This is an optimization exercise on Yosys and OpenROAD, whose aim is small area, not a production implementation.
The RTL was checked by simulation tests, not by an equivalence proof against the original design.
Power figures rest on the tool's default switching activity, not on a simulated workload.

## design/flow/design.v

```verilog
module spi_interface(
    output reg          mosi,
    input               miso,
    input               clk,
    input               rst,
    output reg          RX_valid,
    output reg [7:0]    output_shift_register,
    input               TX_valid,
    input [7:0]         input_shift_register
);
genvar j, p;
reg       r_in;                                 
reg       r_out;                                
reg [2:0] r_bit;
reg [3:0] r_q;                                  
reg [1:0] r_m;
reg       r_int;                                
reg [6:0] r_des;                                
wire r_k8   = (r_q == 4'd2) & (r_m == 2'd2);
wire r_k40  = (r_q == 4'd13) & (r_m == 2'd1);
wire r_end  = r_k40 | (r_int & r_k8);
wire r_last = r_in & (r_bit == 3'd7) & r_end;
wire r_lo   = (r_q < 4'd7);                     
wire r_ins  = r_in & (r_bit == 3'd7);
wire r_ins_a   = r_ins & r_lo & ~r_int;
wire r_ins_b   = r_ins & ~r_lo;
wire r_ins_int = r_ins & r_int;
wire r_use_a   = r_lo & ~r_int;                 
wire [7:0] r_byte = {r_des, miso};              
reg [20:0] ra [0:7];
reg [20:0] rb [0:7];
wire [7:0] r_tap;
generate
    for (j = 0; j < 8; j = j + 1) begin : rl
        always @(posedge clk) begin
            ra[j] <= {r_ins_a ? r_byte[7-j] : ra[j][0], ra[j][20:1]};
            rb[j] <= {r_ins_b ? r_byte[7-j] : rb[j][0], rb[j][20:18],
                      r_ins_int ? r_byte[7-j] : rb[j][17], rb[j][16:1]};
        end
        reg t;
        always @(*) begin
            case (r_m)
                2'd0: t = r_use_a ? ra[j][15] : rb[j][15];
                2'd1: t = r_use_a ? ra[j][1]  : rb[j][1];
                default: t = r_use_a ? ra[j][8] : rb[j][8];
            endcase
        end
        assign r_tap[7-j] = t;
    end
endgenerate
always @(posedge clk)
    r_des <= {r_des[5:0], miso};
always @(posedge clk) begin
    if (r_in & (r_q == 4'd0) & (r_m == 2'd0) & (r_bit == 3'd1))
        r_int <= miso;
end
always @(posedge clk or posedge rst) begin
    if (rst) begin
        r_in <= 1'b0;
        r_out <= 1'b0;
        RX_valid <= 1'b0;
        output_shift_register <= 8'd0;
    end else begin
        r_in <= r_in ? ~r_last : (~r_out & ~miso);
        r_out <= r_last | (r_out & ~r_end);
        RX_valid <= r_last | r_out;
        if (r_out)
            output_shift_register <= r_tap;
    end
end
wire r_inc = r_out | r_ins;
always @(posedge clk) begin
    if (~(r_in | r_out) | r_last | (r_out & r_end)) begin
        r_bit <= 3'd0;
        r_q <= 4'd0;
        r_m <= 2'd0;
    end else begin
        if (r_in)
            r_bit <= r_bit + 3'd1;
        if (r_inc) begin
            if (r_m == 2'd2) begin
                r_m <= 2'd0;
                r_q <= r_q + 4'd1;
            end else begin
                r_m <= r_m + 2'd1;
            end
        end
    end
end
reg       t_in;                                 
reg       t_out;                                
reg [2:0] t_bit;
reg [3:0] t_q;                                  
reg [1:0] t_m;
wire t_k8   = (t_q == 4'd2) & (t_m == 2'd2);
wire t_k40  = (t_q == 4'd13) & (t_m == 2'd1);
reg [41:0] tr [0:7];
generate
    for (j = 0; j < 8; j = j + 1) begin : tl
        wire d = input_shift_register[7-j];
        always @(posedge clk)
            tr[j] <= {(t_in & (t_m == 2'd2)) ? d : tr[j][0], tr[j][41:36],
                      (t_in & (t_m == 2'd1)) ? d : tr[j][35], tr[j][34:29],
                      (t_in & (t_m == 2'd0)) ? d : tr[j][28], tr[j][27:1]};
    end
endgenerate
reg t_tap;
integer jj;
always @(*) begin
    t_tap = 1'b0;
    for (jj = 0; jj < 8; jj = jj + 1)
        if (t_bit == jj)
            t_tap = t_q[0] ? tr[jj][8 - jj] : tr[jj][29 - jj];
end
wire t_end  = (t_bit == 3'd7) & (t_k40 | (tr[1][0] & t_k8));
always @(posedge clk or posedge rst) begin
    if (rst) begin
        t_in <= 1'b0;
        t_out <= 1'b0;
        mosi <= 1'b1;
    end else begin
        t_in <= t_in ? ~t_k40 : (~t_out & TX_valid);
        t_out <= (t_in & t_k40) | (t_out & ~t_end);
        if (t_out)
            mosi <= t_tap;
        else
            mosi <= ~(t_in | TX_valid);
    end
end
wire t_inc = t_in | (t_bit == 3'd7);
always @(posedge clk) begin
    if (~(t_in | t_out) | (t_in & t_k40) | (t_out & t_end)) begin
        t_bit <= 3'd0;
        t_q <= 4'd0;
        t_m <= 2'd0;
    end else begin
        if (t_out)
            t_bit <= t_bit + 3'd1;
        if (t_inc) begin
            if (t_m == 2'd2) begin
                t_m <= 2'd0;
                t_q <= t_q + 4'd1;
            end else begin
                t_m <= t_m + 2'd1;
            end
        end
    end
end
endmodule
```

## design/flow/flow/run.sh

```bash
#!/bin/bash
# The standard layout, with our own clock tree synthesis options.
set -euo pipefail
export CTS_ARGS="-sink_clustering_enable -repair_clock_nets -sink_clustering_size 22 -sink_clustering_max_diameter 50 -buf_list sky130_fd_sc_hd__clkbuf_8 -dont_use_dummy_load"
export BUFFER_PORTS_ARGS="-buffer_cell sky130_fd_sc_hd__buf_1"
bash standard.sh > standard.log 2>&1
```

## design/flow/standard.sh

```bash
#!/bin/bash
# synth_recipe.tcl (not shown) runs the flow's synth.tcl, then flattens the netlist and writes it again
# the make line also repeats each setting of config.mk as NAME=value (left out here)
make -C /OpenROAD-flow-scripts/flow DESIGN_CONFIG=/design/flow/config.mk WORK_HOME=/design/flow/orfs CLKGATE_MAP_FILE= SYNTH_SCRIPT=/design/flow/synth_recipe.tcl "${@:-finish}"
```

## design/flow/config.mk

```make
export PLATFORM = sky130hd
export DESIGN_NAME = spi_interface
export DESIGN_NICKNAME = spi_interface
export VERILOG_FILES = /design/flow/design.v
export SDC_FILE = /design/flow/constraint.sdc
export NUM_CORES = 8
export LEC_CHECK = 0
export CAP_MARGIN = 20
export CORE_MARGIN = 2
export CORE_UTILIZATION = 65
export SLEW_MARGIN = 20
```

## design/flow/constraint.sdc

```tcl
create_clock -name core_clock -period 5.0 [get_ports {clk}]
set_input_delay 1.0000 -clock core_clock [delete_from_list [all_inputs] [get_ports {clk}]]
set_output_delay 1.0000 -clock core_clock [all_outputs]
set_load 0.01 [all_outputs]
```

==> results of run 1 <==
## placed cells by master (no fill, tap or decap), drive strengths merged, types with 2 or more instances in the layout
cell,count
a2111oi,2
o22ai,2
mux2,58
nor2,31
ha,16
a22o,2
nor3b,4
dfxtp,697
or2,3
dfrtp,13
mux2i,16
nand2,7
xnor2,8
nand2b,3
nor4,2
mux4,8
inv,12
o21ai,3
a21o,2
clkbuf,42
a211oi,4
buf,22
a21oi,16
nand3,3
nor3,15
## layout make-up
| cell class | instances | area (um^2) | share of cell area [%] |
|---|---|---|---|
| Sequential cell | 712 | 14340 | 82.45 |
| Multi-Input combinational cell | 219 | 1926 | 11.08 |
| Clock buffer | 42 | 578.1 | 3.325 |
| Tap cell | 330 | 412.9 | 2.375 |
| Timing Repair Buffer | 22 | 90.09 | 0.5181 |
| Inverter | 12 | 45.04 | 0.2591 |
## power by group
part | internal [mW] | switching [mW] | total [mW]
clock | 0.762 | 1.48 | 2.24
sequential | 6.28 | 0.256 | 6.53
combinational | 0.179 | 0.148 | 0.327
total | 7.22 | 1.88 | 9.10
## stage by stage
step / cell area (um^2) / hold slack, ps / worst slack (ps) / instances
after CTS: 17380 / 290.0 / 2245 / 1336
after floorplan: 16400 / 309.6 / 2965 / 959
after global placement: 16800 / 309.9 / 2370 / 1294
final: 17390 / 284.5 / 2590 / 1337
after detailed placement: 16800 / 312.1 / 2253 / 1294
after global routing: 17390 / 285.6 / 2473 / 1337
## metal layers
metal,global-route usage [%],share of wire [%]
met1,23.19,49
met2,24.71,44
met3,3.387,4.4
met4,6.275,2.8
met5,0,0
## critical path: cells and delay by family (launching register included)
kind / cells / cell delay, ps
buffers and inverters: 1 / 250
AOI/OAI and AO/OA: 2 / 600
DFF: 1 / 390
muxes: 2 / 740
adders and majority gates: 1 / 280
## worst max path at each step
stage	slack, ps	cells past startpoint	to	from
6_report	2590	6	output_shift_register[6]$_DFFE_PP0P_	r_q[0]$_SDFFE_PP0P_
5_1_grt	2470	5	ra[1][20]$_DFF_P_	r_q[0]$_SDFFE_PP0P_
4_1_cts	2240	4	ra[1][20]$_DFF_P_	r_q[0]$_SDFFE_PP0P_
3_5_place_dp	2250	4	ra[1][20]$_DFF_P_	r_q[0]$_SDFFE_PP0P_
3_3_place_gp	2370	4	ra[0][20]$_DFF_P_	r_q[0]$_SDFFE_PP0P_
2_1_floorplan	2960	6	output_shift_register[7]$_DFFE_PP0P_	r_q[0]$_SDFFE_PP0P_
## logic make-up after synthesis
family,Yosys count,share of synthesized area [%]
buf+inv,28,0.8241
mux,82,6.219
fa+ha+maj,16,1.221
xor+xnor,8,0.4274
compound gates,36,1.496
flops,712,87.43
simple gates,77,2.381
## state kept, by name, indices dropped and copies added, names as in the netlist, 2 cells and up, named ones only
name,flops
tr,336
r_bit,3
r_m,2
r_q,4
output_shift_register,8
rb,168
t_m,2
t_q,4
t_bit,3
r_des,7
ra,168
==> insert_results.sql, run 1 <==
INSERT INTO impl_metrics (metric_group, metric, value, unit) VALUES
('status', 'outcome', 'timing/DRC/antenna clean', ''),
('yosys', 'cell_with_the_most_instances_after_synthesis', 'sky130_fd_sc_hd__dfxtp_1', ''),
('timing', 'timing.slew.headroom', '38.64', '%'),
('yosys', 'yosysUniqueCellTypes', '48', ''),
('job', 'maxCapViolations', '0', ''),
('clocking', 'cts_buffers', '42', ''),
('yosys', 'asyncSetResetFlopFracSynth', '1.966', '%'),
('timing', 'slew_viol_final', '0', ''),
('worst_setup_path', 'setup.worst_path.end_class', 'register', ''),
('yosys', 'synthesis.nets', '987', ''),
('routing', 'remaining_drc_errors', '0', ''),
('worst_setup_path', 'crit_required', '5410', 'ps'),
('min_path', 'worstHoldStart', 'rb[5][9]$_DFF_P_', ''),
('clocking', 'max-clock-path-buffers', '3', ''),
('grt', 'number_of_global_route_vias_before_repair', '6450', ''),
('grt', 'global_route.usage.total', '16.24', '%'),
('yosys', 'ys_dominant_reg_cell', 'sky130_fd_sc_hd__dfxtp_1', ''),
('worst_setup_path', 'critPathArrivalTime', '2820', 'ps'),
('timing', 'setup_violations', '0', ''),
('worst_setup_path', 'crit_chain', 'ha_1 > a211oi_4 > buf_6 > mux4_1 > mux2i_1 > a21oi_1', ''),
('routing', 'via_count_of_the_routed_design', '6353', ''),
('power_and_ir_drop', 'irDropWorstVdd', '0.3619', 'mV'),
('clocking', 'post_cts_setup_buffer_count', '0', ''),
('yosys', 'synth_edf_count', '1', ''),
('power_and_ir_drop', 'power.leakage', '7.150', 'nW'),
('routing', 'wirelength', '20.75', 'mm'),
('routing', 'wl_per_cell', '15.52', 'um'),
('timing', 'worstMarginPinSlew', '915.4', 'ps'),
('layout', 'area_delta_synth_final', '6.044', '%'),
('grt', 'global_route_wire_length_before_repair', '33.56', 'mm'),
('timing', 'final.period_utilization', '48.21', '%'),
('worst_setup_path', 'capturing_point_of_the_worst_reg2reg_path', 'output_shift_register[6]$_DFFE_PP0P_', ''),
('timing', 'fmax', '414.9', 'MHz'),
('die', 'floorplan.die_area', '26510', 'um^2'),
('routing', 'drt_pass1_iterations', '5', ''),
('worst_setup_path', 'ff2ff_path_depth', '6', ''),
('grt', 'number_of_antenna_violations_at_the_first_check_in_global_routing', '0', ''),
('place', 'post_dp_hpwl', '12.19', 'mm'),
('min_path', 'timing.hold.worst_endpoint', 'rb[5][8]$_DFF_P_', ''),
('die', 'floorplan.core_area', '24960', 'um^2'),
('clocking', 'holdBufCountCts', '0', ''),
('routing', 'final_antenna_net_count', '0', ''),
('timing', 'period_needed', '2410', 'ps'),
('routing', 'drt-initial-drc-count', '364', ''),
('die', 'pin_count', '22', ''),
('clocking', 'clkLatencyLatePin', '580', 'ps'),
('yosys', 'netlist_top_cells_area', 'sky130_fd_sc_hd__dfxtp_1, sky130_fd_sc_hd__mux2_2, sky130_fd_sc_hd__dfrtp_1', ''),
('layout', 'finish.utilization', '69.65', '%'),
('min_path', 'hold_class', 'register to register', ''),
('grt', 'grt_start_max_net_pins', '23', ''),
('yosys', 'yosysSeqAreaShare', '87.43', '%'),
('worst_setup_path', 'crit_path_max_fanout', '11', ''),
('yosys', 'synth_top_cell_area_share', '85.10', '%'),
('grt', 'overflow', '0', ''),
('power_and_ir_drop', 'power-per-cell-area', '523.6', 'nW/um^2'),
('layout', 'num_antenna_cells', '0', ''),
('timing', 'worst_clk_skew', '60.26', 'ps'),
('clocking', 'root_buffer', 'sky130_fd_sc_hd__clkbuf_8', ''),
('worst_setup_path', 'startpoint_type', 'register', ''),
('yosys', 'netlist.top_cell.by_area', 'sky130_fd_sc_hd__dfxtp_1', ''),
('min_path', 'timing.hold.worst_path_depth', '0', ''),
('place', 'globalplace.congestion', '0.7910', ''),
('die', 'floorplan.die.width', '162.8', 'um'),
('timing', 'rsz0062_at_grt', 'false', ''),
('layout', 'num-fill-cells', '1667', ''),
('place', 'i_o_buffers', '21', ''),
('yosys', 'synth_warnings', '4', ''),
('routing', 'vias_per_cell', '4.752', ''),
('worst_setup_path', 'critical_path.reg2reg.startpoint', 'r_q[0]$_SDFFE_PP0P_', ''),
('yosys', 'synth.ff_latch_count', '712', ''),
('die', 'floorplan.rows', '58', '');
==> run 2: changes to the inputs <==
==> design/flow/flow/run.sh (replaced) <==
#!/bin/bash
# The standard layout, with our own clock tree synthesis options.
set -euo pipefail
export CTS_ARGS="-sink_clustering_enable -repair_clock_nets -sink_clustering_size 22 -sink_clustering_max_diameter 60 -buf_list sky130_fd_sc_hd__buf_8 -dont_use_dummy_load"
export BUFFER_PORTS_ARGS="-buffer_cell sky130_fd_sc_hd__buf_1"
bash standard.sh > standard.log 2>&1
==> insert_results.sql, run 2 <==
INSERT INTO impl_metrics (metric_group, metric, value, unit) VALUES
('status', 'outcome', 'timing/DRC/antenna clean', ''),
('clocking', 'cts_resized', '0', ''),
('job', 'maxCapViolations', '0', ''),
('clocking', 'max-clock-path-buffers', '3', ''),
('yosys', 'cell_with_the_most_instances_after_synthesis', 'sky130_fd_sc_hd__dfxtp_1', ''),
('layout', 'ff_latch_area', '14340', 'um^2'),
('layout', 'area_delta_synth_final', '6.090', '%'),
('worst_setup_path', 'worst-setup-path-type', 'register to register', ''),
('timing', 'slew_viol_final', '0', ''),
('yosys', 'netlist.top_cell.by_area', 'sky130_fd_sc_hd__dfxtp_1', ''),
('power_and_ir_drop', 'power-per-cell-area', '532.5', 'nW/um^2'),
('yosys', 'synth_area_per_cell', '17.10', 'um^2'),
('yosys', 'synthTopCellsByCount', 'sky130_fd_sc_hd__dfxtp_1, sky130_fd_sc_hd__mux2_2, sky130_fd_sc_hd__nor2_1', ''),
('yosys', 'netlist_instances', '959', ''),
('clocking', 'holdBufCountCts', '0', ''),
('yosys', 'netlist_area', '16400', 'um^2'),
('grt', 'number_of_global_route_vias_before_repair', '6483', ''),
('timing', 'rsz0062_at_grt', 'false', ''),
('layout', 'regMostFlops', 'tr', ''),
('worst_setup_path', 'crit_buf_inv', '1', ''),
('power_and_ir_drop', 'irDropWorstVdd', '0.3446', 'mV'),
('layout', 'num_antenna_cells', '0', ''),
('routing', 'wirelength', '20.73', 'mm'),
('layout', 'finalInstanceArea', '17390', 'um^2'),
('routing', 'vias_per_cell', '4.763', ''),
('layout', 'biggestRegsByFlops', 'tr (336), ra (168), rb (168)', ''),
('clocking', 'clkLatencyLatePin', '500', 'ps'),
('yosys', 'synthesis.nets', '987', ''),
('layout', 'most_common_library_cell_in_the_layout_ignoring_fill_and_taps', 'sky130_fd_sc_hd__dfxtp_1', ''),
('timing', 'fmax', '412.0', 'MHz'),
('place', 'post_dp_hpwl', '12.19', 'mm'),
('clocking', 'cts_buffers', '39', ''),
('worst_setup_path', 'setup.worst_path.end_class', 'register', ''),
('die', 'pin_count', '22', ''),
('timing', 'setup-tns-final', '0', 'ps'),
('worst_setup_path', 'crit_slowest_cell', 'sky130_fd_sc_hd__a211oi_4', ''),
('routing', 'final_antenna_net_count', '0', ''),
('clocking', 'clk_transition_reported_paths', '110', 'ps'),
('layout', 'drive_gt1_share', '10.56', '%'),
('place', 'placement.cell_area', '16800', 'um^2'),
('worst_setup_path', 'crit_chain', 'ha_1 > a211oi_4 > buf_6 > and3_1 > mux2_2', ''),
('layout', 'flip_flop_count_of_the_largest_register_all_copies_and_words_added', '336', ''),
('worst_setup_path', 'crit_path_max_fanout', '11', ''),
('timing', 'setup_violations', '0', ''),
('min_path', 'hold_class', 'register to register', ''),
('worst_setup_path', 'critical_path.reg2reg.startpoint', 'r_q[0]$_SDFFE_PP0P_', ''),
('place', 'placed_cells_incl_taps', '1294', ''),
('yosys', 'ys_dominant_reg_cell', 'sky130_fd_sc_hd__dfxtp_1', ''),
('worst_setup_path', 'crit_family', 'compound AO/OA/AOI/OAI gates', ''),
('routing', 'drt_pass1_iterations', '4', ''),
('clocking', 'clock-sinks', '712', ''),
('layout', 'num-fill-cells', '1677', ''),
('die', 'floorplan.core_area', '24960', 'um^2'),
('grt', 'global_route.usage.total', '16.27', '%'),
('yosys', 'yosysSeqAreaShare', '87.43', '%'),
('yosys', 'synth_edf_count', '1', ''),
('timing', 'period_needed', '2427', 'ps'),
('layout', 'design.final.nets', '1034', ''),
('place', 'globalplace.congestion', '0.7910', ''),
('grt', 'grt_start_max_net_pins', '23', ''),
('clocking', 'htreeDepth', '2', ''),
('worst_setup_path', 'worstSetupStartpoint', 'r_q[0]$_SDFFE_PP0P_', ''),
('grt', 'global_route_wire_length_before_repair', '33.76', 'mm'),
('die', 'floorplan.initialDensity', '65.68', '%'),
('clocking', 'root_buffer', 'sky130_fd_sc_hd__buf_8', ''),
('grt', 'overflow', '0', ''),
('power_and_ir_drop', 'power.leakage', '7.137', 'nW'),
('routing', 'via_count_of_the_routed_design', '6354', ''),
('die', 'die_h', '162.8', 'um'),
('timing', 'timing.slew.headroom', '38.84', '%'),
('timing', 'worst_clk_skew', '52.70', 'ps'),
('grt', 'number_of_antenna_violations_at_the_first_check_in_global_routing', '0', ''),
('yosys', 'asyncSetResetFlopFracSynth', '1.966', '%'),
('worst_setup_path', 'startpoint_type', 'register', ''),
('layout', 'finish.utilization', '69.68', '%'),
('timing', 'finalHoldViolations', '0', ''),
('yosys', 'synth_top_cell_area_share', '85.10', '%'),
('routing', 'remaining_drc_errors', '0', ''),
('yosys', 'synth.ff_latch_count', '712', ''),
('routing', 'wl_per_cell', '15.54', 'um'),
('die', 'floorplan.die.width', '162.8', 'um'),
('yosys', 'yosysUniqueCellTypes', '48', ''),
('worst_setup_path', 'worst_path_largest_cell_delay', '500', 'ps'),
('clocking', 'cts_tree', 'yes', ''),
('routing', 'drt-initial-drc-count', '403', ''),
('worst_setup_path', 'crit_required', '5400', 'ps'),
('clocking', 'post_cts_setup_buffer_count', '0', ''),
('die', 'floorplan.die_area', '26510', 'um^2'),
('die', 'floorplan.rows', '58', ''),
('timing', 'final.period_utilization', '48.55', '%'),
('worst_setup_path', 'critPathArrivalTime', '2830', 'ps'),
('place', 'i_o_buffers', '21', ''),
('timing', 'worstMarginPinSlew', '912.4', 'ps'),
('layout', 'multi_input_area', '1926', 'um^2'),
('layout', 'cell_count_final_fillers_out', '1334', ''),
('min_path', 'worstHoldStart', 'tr[6][16]$_DFF_P_', ''),
('layout', 'layout.cells.most_common_list', 'sky130_fd_sc_hd__dfxtp_1, sky130_fd_sc_hd__mux2_2, sky130_fd_sc_hd__buf_8', ''),
('timing', 'finalHoldWorstSlack', '271.8', 'ps'),
('yosys', 'netlist_top_cells_area', 'sky130_fd_sc_hd__dfxtp_1, sky130_fd_sc_hd__mux2_2, sky130_fd_sc_hd__dfrtp_1', ''),
('yosys', 'synth_warnings', '4', '');
## run 2: cell type report
| class | count | share of cell area [%] |
|---|---|---|
| multi-input cells | 219 | 11.07 |
| clock buffers | 39 | 3.366 |
| repair buffers | 22 | 0.5179 |
| well taps | 330 | 2.374 |
| flip-flops and latches | 712 | 82.41 |
| inverters | 12 | 0.2590 |
## run 2: power by group
part	total (mW)	switching, mW	internal [mW]
Clock	2.40	1.55	0.852
Sequential	6.53	0.256	6.28
Combinational	0.327	0.148	0.179
## run 2: worst register-to-register path: cells and delay by family, from the launching register on
family                   cells  cell delay [ps]
buffers and inverters        1              250
flip-flops                   1              390
AND/OR/NAND/NOR              1              500
adder cells (fa/ha/maj)      1              280
multiplexers                 1              400
AO/OA/AOI/OAI                1              500
## run 2: cell families after synthesis
logic type / share of synthesized area (%)
adders and majority gates: 1.221
AOI/OAI and AO/OA: 1.496
xor gates and xnor gates: 0.4274
buffers and inverters: 0.8241
and+or+nand+nor: 2.381
DFF: 87.43
muxes: 6.219
## run 2: path summary, 6_finish.rpt
kind,endpoint,slack (ps),depth (start not counted)
worst min register to register,tr[6][15]$_DFF_P_,270,0
worst max-delay path,ra[1][20]$_DFF_P_,2570,5
max in group asynchronous,asynchronous set/reset pin,3810,2
worst max register to register,ra[1][20]$_DFF_P_,2570,5
min in group asynchronous,t_in$_DFF_PP0_,610,2
worst min-delay path,tr[6][15]$_DFF_P_,270,0
## run 2: per-layer routing
layer	track usage (%)	wire length (um)
met5	0	0
met4	5.913	570
met3	3.310	834
met2	25.02	9070
met1	23.21	10260
## run 2: through the flow
step / power [mW] / worst slack [ps]
after floorplan: 6.805 / 2965
after global placement: 6.957 / 2370
after detailed placement: 6.990 / 2253
after CTS: 9.374 / 2227
after global routing: 9.638 / 2466
final: 9.262 / 2573
==> run 3: changes to the inputs <==
==> design/flow/flow/run.sh (replaced) <==
#!/bin/bash
# The standard layout, with our own clock tree synthesis options.
set -euo pipefail
export CTS_ARGS="-sink_clustering_enable -repair_clock_nets -sink_clustering_size 30 -sink_clustering_max_diameter 60 -buf_list sky130_fd_sc_hd__buf_12 -dont_use_dummy_load"
export BUFFER_PORTS_ARGS="-buffer_cell sky130_fd_sc_hd__buf_1"
bash standard.sh > standard.log 2>&1
==> insert_results.sql, run 3 <==
INSERT INTO impl_metrics (metric_group, metric, value, unit) VALUES
('min_path', 'timing.hold.worst_path_depth', '0', ''),
('routing', 'remaining_drc_errors', '0', ''),
('yosys', 'ys_dominant_reg_cell', 'sky130_fd_sc_hd__dfxtp_1', ''),
('clocking', 'post_cts_setup_buffer_count', '0', ''),
('min_path', 'hold_class', 'register to register', ''),
('routing', 'drt_pass1_iterations', '6', ''),
('worst_setup_path', 'crit_slowest_cell', 'sky130_fd_sc_hd__a211oi_4', ''),
('clocking', 'max-clock-path-buffers', '3', ''),
('timing', 'setup-tns-final', '0', 'ps'),
('layout', 'area_delta_synth_final', '6.792', '%'),
('layout', 'most_common_library_cell_in_the_layout_ignoring_fill_and_taps', 'sky130_fd_sc_hd__dfxtp_1', ''),
('yosys', 'synth_edf_count', '1', ''),
('timing', 'setup_violations', '0', ''),
('layout', 'finalInstanceArea', '17510', 'um^2'),
('layout', 'regMostFlops', 'tr', ''),
('clocking', 'htreeDepth', '2', ''),
('clocking', 'clkLatencyLatePin', '480', 'ps'),
('routing', 'drt-initial-drc-count', '405', ''),
('clocking', 'cts_buffers', '35', ''),
('power_and_ir_drop', 'power.leakage', '7.177', 'nW'),
('die', 'floorplan.die.width', '162.8', 'um'),
('grt', 'number_of_global_route_vias_before_repair', '6451', ''),
('timing', 'worstMarginPinSlew', '946.7', 'ps'),
('yosys', 'netlist_top_cells_area', 'sky130_fd_sc_hd__dfxtp_1, sky130_fd_sc_hd__mux2_2, sky130_fd_sc_hd__dfrtp_1', ''),
('yosys', 'asyncSetResetFlopFracSynth', '1.966', '%'),
('status', 'outcome', 'timing/DRC/antenna clean', ''),
('layout', 'design.final.nets', '1030', ''),
('worst_setup_path', 'worst-setup-path-type', 'register to register', ''),
('grt', 'grtUsageMet1', '23.55', '%'),
('timing', 'timing.slew.headroom', '36.54', '%'),
('yosys', 'yosysSeqAreaShare', '87.43', '%'),
('die', 'die_h', '162.8', 'um'),
('yosys', 'synthesis.nets', '987', ''),
('die', 'floorplan.initialDensity', '65.68', '%'),
('yosys', 'synth_top_cell_area_share', '85.10', '%'),
('yosys', 'cell_with_the_most_instances_after_synthesis', 'sky130_fd_sc_hd__dfxtp_1', ''),
('yosys', 'yosysUniqueCellTypes', '48', ''),
('worst_setup_path', 'crit_chain', 'ha_1 > a211oi_4 > buf_6 > and3_1 > mux2_2', ''),
('clocking', 'clock-sinks', '712', ''),
('layout', 'biggestRegsByFlops', 'tr (336), ra (168), rb (168)', ''),
('clocking', 'cts_tree', 'yes', ''),
('die', 'pin_count', '22', ''),
('clocking', 'root_buffer', 'sky130_fd_sc_hd__buf_12', ''),
('layout', 'multi_input_area', '1926', 'um^2'),
('routing', 'wl_per_cell', '15.66', 'um'),
('worst_setup_path', 'crit_path_max_fanout', '11', ''),
('grt', 'global_route_wire_length_before_repair', '33.79', 'mm'),
('worst_setup_path', 'worst_path_largest_cell_delay', '510', 'ps'),
('timing', 'final.period_utilization', '49.33', '%'),
('timing', 'slew_viol_final', '0', ''),
('yosys', 'synth_area_per_cell', '17.10', 'um^2'),
('layout', 'layout.cells.most_common_list', 'sky130_fd_sc_hd__dfxtp_1, sky130_fd_sc_hd__mux2_2, sky130_fd_sc_hd__buf_12', ''),
('die', 'floorplan.core_area', '24960', 'um^2'),
('worst_setup_path', 'critPathArrivalTime', '2800', 'ps'),
('die', 'floorplan.rows', '58', ''),
('yosys', 'netlist.top_cell.by_area', 'sky130_fd_sc_hd__dfxtp_1', ''),
('yosys', 'synth_warnings', '4', ''),
('worst_setup_path', 'ff2ff_path_depth', '5', ''),
('yosys', 'synthTopCellsByCount', 'sky130_fd_sc_hd__dfxtp_1, sky130_fd_sc_hd__mux2_2, sky130_fd_sc_hd__nor2_1', ''),
('place', 'globalplace.congestion', '0.7910', ''),
('grt', 'met3_usage', '3.056', '%'),
('worst_setup_path', 'setup.worst_path.end_class', 'register', ''),
('yosys', 'netlist_instances', '959', ''),
('layout', 'num_antenna_cells', '0', ''),
('yosys', 'netlist_area', '16400', 'um^2'),
('routing', 'vias_per_cell', '4.739', ''),
('timing', 'fmax', '405.5', 'MHz'),
('clocking', 'cts_resized', '0', ''),
('place', 'post_dp_hpwl', '12.19', 'mm'),
('worst_setup_path', 'crit_family', 'compound AO/OA/AOI/OAI gates', ''),
('timing', 'period_needed', '2466', 'ps'),
('layout', 'num-fill-cells', '1665', ''),
('die', 'floorplan.die_area', '26510', 'um^2'),
('job', 'maxCapViolations', '0', ''),
('place', 'i_o_buffers', '21', ''),
('grt', 'global_route.usage.total', '16.35', '%'),
('layout', 'drive_gt1_share', '10.20', '%'),
('timing', 'worst_clk_skew', '59.80', 'ps'),
('power_and_ir_drop', 'irDropWorstVdd', '0.3490', 'mV'),
('timing', 'finalHoldViolations', '0', ''),
('layout', 'flip_flop_count_of_the_largest_register_all_copies_and_words_added', '336', ''),
('worst_setup_path', 'crit_required', '5330', 'ps'),
('place', 'placement.cell_area', '16800', 'um^2'),
('worst_setup_path', 'crit_buf_inv', '1', ''),
('routing', 'final_antenna_net_count', '0', ''),
('power_and_ir_drop', 'power-per-cell-area', '544.9', 'nW/um^2'),
('routing', 'wirelength', '20.83', 'mm'),
('worst_setup_path', 'crit_cells', '5', ''),
('routing', 'via_count_of_the_routed_design', '6303', ''),
('clocking', 'clk_transition_reported_paths', '110', 'ps'),
('grt', 'overflow', '0', ''),
('grt', 'grt_start_max_net_pins', '31', ''),
('grt', 'number_of_antenna_violations_at_the_first_check_in_global_routing', '0', ''),
('clocking', 'holdBufCountCts', '0', ''),
('yosys', 'synth.ff_latch_count', '712', ''),
('grt', 'grt_util_met2', '25.13', '%'),
('timing', 'rsz0062_at_grt', 'false', ''),
('worst_setup_path', 'startpoint_type', 'register', ''),
('layout', 'ff_latch_area', '14340', 'um^2'),
('grt', 'top_usage_layer', 'met2', '');
-- run 3: cells by family after synthesis --
group | Yosys count | share of synthesized area, %
xor gates and xnor gates | 8 | 0.4274
and+or+nand+nor | 77 | 2.381
muxes | 82 | 6.219
adders and majority gates | 16 | 1.221
buffers and inverters | 28 | 0.8241
DFF | 712 | 87.43
AOI/OAI and AO/OA | 36 | 1.496
-- run 3: cell type report --
| class | instances | share of cell area, % |
|---|---|---|
| Sequential cell | 712 | 81.87 |
| Inverter | 12 | 0.2573 |
| Timing Repair Buffer | 22 | 0.5145 |
| Multi-Input combinational cell | 219 | 11.00 |
| Tap cell | 330 | 2.358 |
| Clock buffer | 35 | 4.002 |
-- run 3: report_power, final --
part           total (mW)  internal, mW  leakage (nW)  switching, mW
clock network        2.67          1.10         0.329           1.58
registers            6.54          6.28          5.89          0.255
logic               0.328         0.179         0.961          0.149
-- run 3: final timing paths --
path / endpoint / startpoint / slack, ps
worst max-delay path: ra[0][20]$_DFF_P_ / r_q[0]$_SDFFE_PP0P_ / 2530
worst min-delay path: tr[6][32]$_DFF_P_ / tr[6][33]$_DFF_P_ / 260
worst max register to register: ra[0][20]$_DFF_P_ / r_q[0]$_SDFFE_PP0P_ / 2530
worst min register to register: tr[6][32]$_DFF_P_ / tr[6][33]$_DFF_P_ / 260
max in group asynchronous: r_in$_DFF_PP0_ / rst / 3820
min in group asynchronous: t_in$_DFF_PP0_ / rst / 630
-- run 3: metrics by stage --
stage / hold slack (ps) / power (mW) / setup slack, ps / util, % / std cells
final: 258.6 / 9.541 / 2534 / 70.14 / 1330
after global routing: 253.6 / 9.912 / 2436 / 70.14 / 1330
after CTS: 263.6 / 9.637 / 2211 / 70.09 / 1329
after detailed placement: 312.1 / 6.990 / 2253 / 67.29 / 1294
after global placement: 309.9 / 6.957 / 2370 / 67.29 / 1294
after floorplan: 309.6 / 6.805 / 2965 / - / 959
-- run 3: routing by layer --
metal | share of wire (%) | routed length (um) | up-vias
met5 | 0 | 0 | -
met4 | 2.7 | 552 | 0
met3 | 3.3 | 677 | 50
met2 | 44 | 9236 | 92
met1 | 50 | 10360 | 2995
li1 | - | - | 3166
==> run 4: changes to the inputs <==
==> design/flow/flow/run.sh (replaced) <==
#!/bin/bash
# The standard layout, with our own clock tree synthesis options.
set -euo pipefail
export CTS_ARGS="-sink_clustering_enable -repair_clock_nets -sink_clustering_size 16 -sink_clustering_max_diameter 40 -buf_list sky130_fd_sc_hd__buf_6 -dont_use_dummy_load"
export BUFFER_PORTS_ARGS="-buffer_cell sky130_fd_sc_hd__buf_1"
bash standard.sh > standard.log 2>&1
==> insert_results.sql, run 4 <==
INSERT INTO impl_metrics (metric_group, metric, value, unit) VALUES
('yosys', 'synthTopCellsByCount', 'sky130_fd_sc_hd__dfxtp_1, sky130_fd_sc_hd__mux2_2, sky130_fd_sc_hd__nor2_1', ''),
('yosys', 'cell_with_the_most_instances_after_synthesis', 'sky130_fd_sc_hd__dfxtp_1', ''),
('worst_setup_path', 'startpoint_type', 'register', ''),
('yosys', 'asyncSetResetFlopFracSynth', '1.966', '%'),
('worst_setup_path', 'worst_path_largest_cell_delay', '500', 'ps'),
('clocking', 'cts_tree', 'yes', ''),
('clocking', 'max-clock-path-buffers', '3', ''),
('routing', 'via_count_of_the_routed_design', '6444', ''),
('yosys', 'synth-adder-area-share', '1.221', '%'),
('die', 'pin_count', '22', ''),
('worst_setup_path', 'r2r_setup_slack', '2610', 'ps'),
('place', 'globalplace.congestion', '0.7910', ''),
('layout', 'area_delta_synth_final', '6.158', '%'),
('routing', 'final_antenna_net_count', '0', ''),
('yosys', 'synth_top_cell_area_share', '85.10', '%'),
('die', 'die_h', '162.8', 'um'),
('die', 'floorplan.initialDensity', '65.68', '%'),
('yosys', 'synthesis.nets', '987', ''),
('die', 'floorplan.core_area', '24960', 'um^2'),
('layout', 'drive_gt1_share', '11.79', '%'),
('yosys', 'yosysUniqueCellTypes', '48', ''),
('clocking', 'clock-sinks', '712', ''),
('yosys', 'synth_edf_count', '1', ''),
('grt', 'grt_util_met2', '25.17', '%'),
('worst_setup_path', 'setup.worst_path.end_class', 'register', ''),
('grt', 'grtUsageMet1', '23.19', '%'),
('yosys', 'synth_warnings', '4', ''),
('layout', 'finalInstanceArea', '17410', 'um^2'),
('layout', 'layout.cells.most_common_list', 'sky130_fd_sc_hd__dfxtp_1, sky130_fd_sc_hd__mux2_2, sky130_fd_sc_hd__buf_6', ''),
('clocking', 'clkLatencyLatePin', '550', 'ps'),
('timing', 'finalHoldViolations', '0', ''),
('clocking', 'htreeDepth', '2', ''),
('worst_setup_path', 'crit_path_max_fanout', '11', ''),
('routing', 'vias_per_cell', '4.780', ''),
('yosys', 'synth.ff_latch_count', '712', ''),
('grt', 'global_route.usage.total', '16.47', '%'),
('timing', 'slew_viol_final', '0', ''),
('die', 'floorplan.die.width', '162.8', 'um'),
('timing', 'rsz0062_at_grt', 'false', ''),
('yosys', 'netlist_area', '16400', 'um^2'),
('yosys', 'netlist.top_cell.by_area', 'sky130_fd_sc_hd__dfxtp_1', ''),
('layout', 'most_common_library_cell_in_the_layout_ignoring_fill_and_taps', 'sky130_fd_sc_hd__dfxtp_1', ''),
('layout', 'finish.utilization', '69.72', '%'),
('die', 'floorplan.rows', '58', ''),
('die', 'floorplan.die_area', '26510', 'um^2'),
('routing', 'wl_per_cell', '15.48', 'um'),
('clocking', 'clk_transition_reported_paths', '100', 'ps'),
('clocking', 'root_buffer', 'sky130_fd_sc_hd__buf_6', ''),
('job', 'maxCapViolations', '0', ''),
('timing', 'setup_violations', '0', ''),
('place', 'post_dp_hpwl', '12.19', 'mm'),
('yosys', 'synth_area_per_cell', '17.10', 'um^2'),
('routing', 'wirelength', '20.87', 'mm'),
('routing', 'remaining_drc_errors', '0', ''),
('worst_setup_path', 'crit_chain', 'ha_1 > a211oi_4 > buf_6 > and3_1 > mux2_2', ''),
('layout', 'flip_flop_count_of_the_largest_register_all_copies_and_words_added', '336', ''),
('layout', 'num_antenna_cells', '0', ''),
('clocking', 'cts_buffers', '53', ''),
('worst_setup_path', 'worst-setup-path-type', 'register to register', ''),
('layout', 'regMostFlops', 'tr', ''),
('power_and_ir_drop', 'power.leakage', '7.168', 'nW'),
('min_path', 'hold_class', 'register to register', ''),
('worst_setup_path', 'crit_required', '5400', 'ps'),
('place', 'placement.cell_area', '16800', 'um^2'),
('timing', 'setup-tns-final', '0', 'ps'),
('worst_setup_path', 'critPathArrivalTime', '2790', 'ps'),
('timing', 'worst_clk_skew', '34.28', 'ps'),
('yosys', 'ys_dominant_reg_cell', 'sky130_fd_sc_hd__dfxtp_1', ''),
('clocking', 'post_cts_setup_buffer_count', '0', ''),
('timing', 'worstMarginPinSlew', '927.9', 'ps'),
('yosys', 'yosysSeqAreaShare', '87.43', '%'),
('timing', 'fmax', '418.6', 'MHz'),
('status', 'outcome', 'timing/DRC/antenna clean', ''),
('power_and_ir_drop', 'power.total', '9.230', 'mW'),
('yosys', 'netlist_instances', '959', ''),
('worst_setup_path', 'crit_slowest_cell', 'sky130_fd_sc_hd__a211oi_4', ''),
('power_and_ir_drop', 'irDropWorstVdd', '0.3186', 'mV'),
('place', 'i_o_buffers', '21', ''),
('yosys', 'dominant_combinational_cell_family_by_area_after_synthesis', 'multiplexers', ''),
('grt', 'number_of_antenna_violations_at_the_first_check_in_global_routing', '0', ''),
('power_and_ir_drop', 'power-per-cell-area', '530.3', 'nW/um^2'),
('grt', 'global_route_wire_length_before_repair', '34.18', 'mm'),
('grt', 'met3_usage', '3.591', '%'),
('yosys', 'yosys.area_share.simple', '2.381', '%'),
('routing', 'drt-initial-drc-count', '350', ''),
('grt', 'grt_start_max_net_pins', '23', ''),
('yosys', 'synthXorXnorAreaFrac', '0.4274', '%'),
('routing', 'drt_pass1_iterations', '4', ''),
('yosys', 'yosys-mux-area-fraction', '6.219', '%'),
('grt', 'overflow', '0', ''),
('layout', 'biggestRegsByFlops', 'tr (336), ra (168), rb (168)', ''),
('layout', 'design.final.nets', '1048', ''),
('grt', 'top_usage_layer', 'met2', ''),
('timing', 'period_needed', '2389', 'ps'),
('yosys', 'synth-compound-area-share', '1.496', '%'),
('yosys', 'netlist_top_cells_area', 'sky130_fd_sc_hd__dfxtp_1, sky130_fd_sc_hd__mux2_2, sky130_fd_sc_hd__dfrtp_1', ''),
('clocking', 'holdBufCountCts', '0', ''),
('timing', 'timing.slew.headroom', '37.80', '%'),
('clocking', 'cts_resized', '0', ''),
('grt', 'number_of_global_route_vias_before_repair', '6635', ''),
('timing', 'final.period_utilization', '47.77', '%');
run 4: cell counts after synthesis:
No cell type changed its count.
run 4: path summary, 6_finish.rpt:
check                      depth (start not counted)                 from                    endpoint
hold / removal                                     0    rb[4][18]$_DFF_P_           rb[4][17]$_DFF_P_
hold reg to reg                                    0    rb[4][18]$_DFF_P_           rb[4][17]$_DFF_P_
setup reg to reg                                   5  r_q[0]$_SDFFE_PP0P_           ra[0][20]$_DFF_P_
min in group asynchronous                          2                  rst              t_in$_DFF_PP0_
setup / recovery                                   5  r_q[0]$_SDFFE_PP0P_           ra[0][20]$_DFF_P_
max in group asynchronous                          2                  rst  asynchronous set/reset pin
run 4: cell type report:
cell class	instances	area, um^2
multi-input cells	219	1926
repair buffers	22	90.09
clock buffers	53	596.8
inverters	12	45.04
flip-flops and latches	712	14340
well taps	330	412.9
fillers	1674	7559
run 4: stage by stage:
| step | worst slack (ps) | hold slack (ps) | std cells |
|---|---|---|---|
| detailed placement | 2253 | 312.1 | 1294 |
| CTS | 2246 | 300.1 | 1347 |
| floorplan | 2965 | 309.6 | 959 |
| finish | 2611 | 305.8 | 1348 |
| global route | 2491 | 298.9 | 1348 |
| global placement | 2370 | 309.9 | 1294 |
run 4: cells by family (layout without fill, tap and decap cells):
| logic type | after synthesis | in the layout |
|---|---|---|
| AO/OA/AOI/OAI | 36 | 36 |
| XOR/XNOR | 8 | 8 |
| adder cells (fa/ha/maj) | 16 | 16 |
| buffers and inverters | 28 | 87 |
| flip-flops | 712 | 712 |
| multiplexers | 82 | 82 |
| AND/OR/NAND/NOR | 77 | 77 |
run 4: worst max-delay path: cells and delay by family (launching register included):
| family | cells | cell delay, ps |
|---|---|---|
| fa+ha+maj | 1 | 280 |
| simple gates | 1 | 470 |
| mux | 1 | 390 |
| compound gates | 1 | 500 |
| buf+inv | 1 | 250 |
| flops | 1 | 370 |
run 4: where the power goes:
group,total (mW),switching (mW),internal (mW)
Sequential,6.54,0.255,6.28
Combinational,0.326,0.147,0.179
Clock,2.37,1.55,0.816
Total,9.23,1.95,7.28
run 4: per-layer routing:
metal  vias to the layer above  part of all wire [%]  wire length [um]
li1                       3206                     -                 -
met1                      3058                    49             10260
met2                       117                    44              9104
met3                        63                   4.0               838
met4                         0                   3.2               668
met5                         -                     0                 0

-- re-timing with driven ports --
Ports are ideal in the flow. The routed layouts listed here were re-timed in OpenROAD. Step 1 assumes that a clkbuf_16 drives the clock port and a buf_2 every other input. Step 2 adds t to the input delays and takes it off the output delays; t is the mean of the earliest and latest rising clock arrival at the registers after step 1. Input paths then give back, and output paths get back, about the clock's delay inside the block. Slacks: ideal ports / drivers / drivers and shift; pairs: ideal ports / drivers.
| run | t (ns) | setup WS [ns] | worst setup path at the end |
|---|---|---|---|
| run 1 | 0.601 | 2.590 / 2.590 / 2.590 | register to register |
| run 2 | 0.526 | 2.573 / 2.573 / 2.573 | register to register |
| run 3 | 0.499 | 2.534 / 2.534 / 2.534 | register to register |
| run 4 | 0.567 | 2.611 / 2.611 / 2.611 | register to register |
After both steps every run listed still meets setup and hold.
